Background: an optimization exercise with open tools, aiming at small area. Do not read the settings as production practice. Function was checked by simulation only, so behaviour that the tests miss may differ from the original. Power and IR drop assume default switching activity.

amber:
==> flow/design.v (excerpt) <==
module cordic (
    input clock,
    input reset,
    output signed [12:0] sine,
    output signed [12:0] cosine
);
    logic [3:0] code;
    logic [7:0] w;
    logic [1:0] q;
    phase_controller pc (.clock(clock), .reset(reset), .code(code), .w(w), .quadrant(q));
    wire [9:0] dirs_ac = {code, ~w[7], w[6:2]};
    wire tie1 = q[0] && (code == 4'd12) && (w == 8'h88);
    wire tie2 = q[0] && (code == 4'd4) && (w == 8'h88);
    wire [9:0] dirs_a = tie1 ? 10'b0100000010 : tie2 ? 10'b1100000010 : dirs_ac ^ {10{q[0]}};
    logic [10:0] x8, y8;
    wire [6:0] ts = dirs_a[9:3];
    wire sw = ts[6];
    wire [5:0] tj = ts[5:0] ^ {6{sw}};
    logic [10:0] ta, tb;
    assign ta = ({11{tj == 6'd11}} & 11'h7fe)
            | ({11{tj == 6'd12}} & 11'h7fd)
            | ({11{tj == 6'd13}} & 11'h7fd)
            | ({11{tj == 6'd14}} & 11'h7fb)
            | ({11{tj == 6'd15}} & 11'h7fb)
            | ({11{tj == 6'd16}} & 11'h7f5)
            | ({11{tj == 6'd17}} & 11'h7f3)
            | ({11{tj == 6'd18}} & 11'h7ef)
            | ({11{tj == 6'd19}} & 11'h7ed)
            | ({11{tj == 6'd20}} & 11'h7e8)
            | ({11{tj == 6'd21}} & 11'h7e4)
            | ({11{tj == 6'd22}} & 11'h7de)
            | ({11{tj == 6'd23}} & 11'h7da)
            | ({11{tj == 6'd24}} & 11'h7d1)
            | ({11{tj == 6'd25}} & 11'h7cb)
            | ({11{tj == 6'd26}} & 11'h7c3)
  ...
export LEC_CHECK = 0
export ABC_AREA = 1
export CAP_MARGIN = 20
export CORE_MARGIN = 2
export CORE_UTILIZATION = 40
export CTS_BUF_LIST = sky130_fd_sc_hd__clkbuf_8
export GPL_TIMING_DRIVEN = 1
export PLACE_DENSITY = 0.6
export SLEW_MARGIN = 20
create_clock -name core_clock -period 5.0 [get_ports {clock}]
run.sh (not shown) runs the stock make flow with config.mk's settings and CLKGATE_MAP_FILE= SYNTH_SCRIPT=/design/flow/synth_recipe.tcl, a recipe that flattens the netlist after the stock synthesis.
In summary, amber completed successfully, with a layout that passed the timing, design-rule and antenna checks.
--- input diff amber..pepper ---
# amber
export LEC_CHECK = 0
export ABC_AREA = 1
export CAP_MARGIN = 20
export CORE_MARGIN = 2
export CORE_UTILIZATION = 40
export CTS_BUF_LIST = sky130_fd_sc_hd__clkbuf_8
export GPL_TIMING_DRIVEN = 1
export PLACE_DENSITY = 0.6
export SLEW_MARGIN = 20
create_clock -name core_clock -period 5.0 [get_ports {clock}]
# pepper
export LEC_CHECK = 0
export ABC_AREA = 1
export CAP_MARGIN = 20
export CORE_MARGIN = 2
export CORE_UTILIZATION = 40
export CTS_BUF_LIST = sky130_fd_sc_hd__clkbuf_8
export GPL_TIMING_DRIVEN = 1
export PLACE_DENSITY = 0.8
export SLEW_MARGIN = 20
create_clock -name core_clock -period 5.0 [get_ports {clock}]
### Flow results
Status: sequential share of layout area parity (amber, pepper). The total length of routed met3 wires of pepper is higher than that of amber. Diff pepper..amber | mean area per synthesized cell | unchanged.
Input-level comparison between juniper and pepper:
# pepper
export LEC_CHECK = 0
export ABC_AREA = 1
export CAP_MARGIN = 20
export CORE_MARGIN = 2
export CORE_UTILIZATION = 40
export CTS_BUF_LIST = sky130_fd_sc_hd__clkbuf_8
export GPL_TIMING_DRIVEN = 1
export PLACE_DENSITY = 0.8
export SLEW_MARGIN = 20
create_clock -name core_clock -period 5.0 [get_ports {clock}]
# juniper
export LEC_CHECK = 0
export ABC_AREA = 1
export CAP_MARGIN = 20
export CORE_MARGIN = 2
export CORE_UTILIZATION = 40
export CTS_BUF_LIST = sky130_fd_sc_hd__clkbuf_8
export GPL_TIMING_DRIVEN = 0
export PLACE_DENSITY = 0.8
export SLEW_MARGIN = 20
create_clock -name core_clock -period 5.0 [get_ports {clock}]
--- outcome ---
[juniper vs pepper] final period demand of the worst path: lower in juniper
Going from pepper to juniper, count of placed standard cells in the final layout, fillers left out grew slightly.
Via count is higher on juniper
End of the critical path: y_r2[10]$_DFF_P_ -> pepper, cosine[7] -> juniper
Changes observed in juniper relative to pepper: core utilization of the finished layout climbed 1.1 points, power dissipated in sequential cells barely changed.
Max clock buffer instance count of the final layout across pepper and juniper: juniper
Of pepper and juniper, juniper shows the lower worst hold slack, with pepper above it.
In the metrics for pepper and juniper, the one carrying the higher global-route usage is juniper.
Compared to pepper, the router laid down more metal wire for juniper.
The final reports for juniper and pepper show final period utilization lower in the former.

==> re-timing with driven ports <==
In the flow no input, the clock included, has a driving cell. The finished layouts below were timed again as built, in two steps.
Step 1, drivers: a clkbuf_16 drives clock and a buf_2 each remaining input, both assumed.
Step 2 moves the port delays by t, midway between the first and last clock arrival at a register: inputs arrive t later, outputs are due t later. That takes back most of the time a late clock gives input paths.
a / b / c = no drivers / after step 1 / after step 2; a / b = the first two.
run	shift t [ns]	setup slack, ns	worst hold slack (ns)	worst setup path at the end	pins driven straight from the clock port
amber	0.380	0.459 / 0.428 / 0.459	0.330 / 0.330 / 0.330	register to register	1
pepper	0.386	0.382 / 0.359 / 0.382	0.336 / 0.336 / 0.336	register to register	1
juniper	0.376	0.402 / 0.363 / 0.428	0.325 / 0.325 / 0.325	register to register	1
After both steps setup and hold are still met in every run listed.
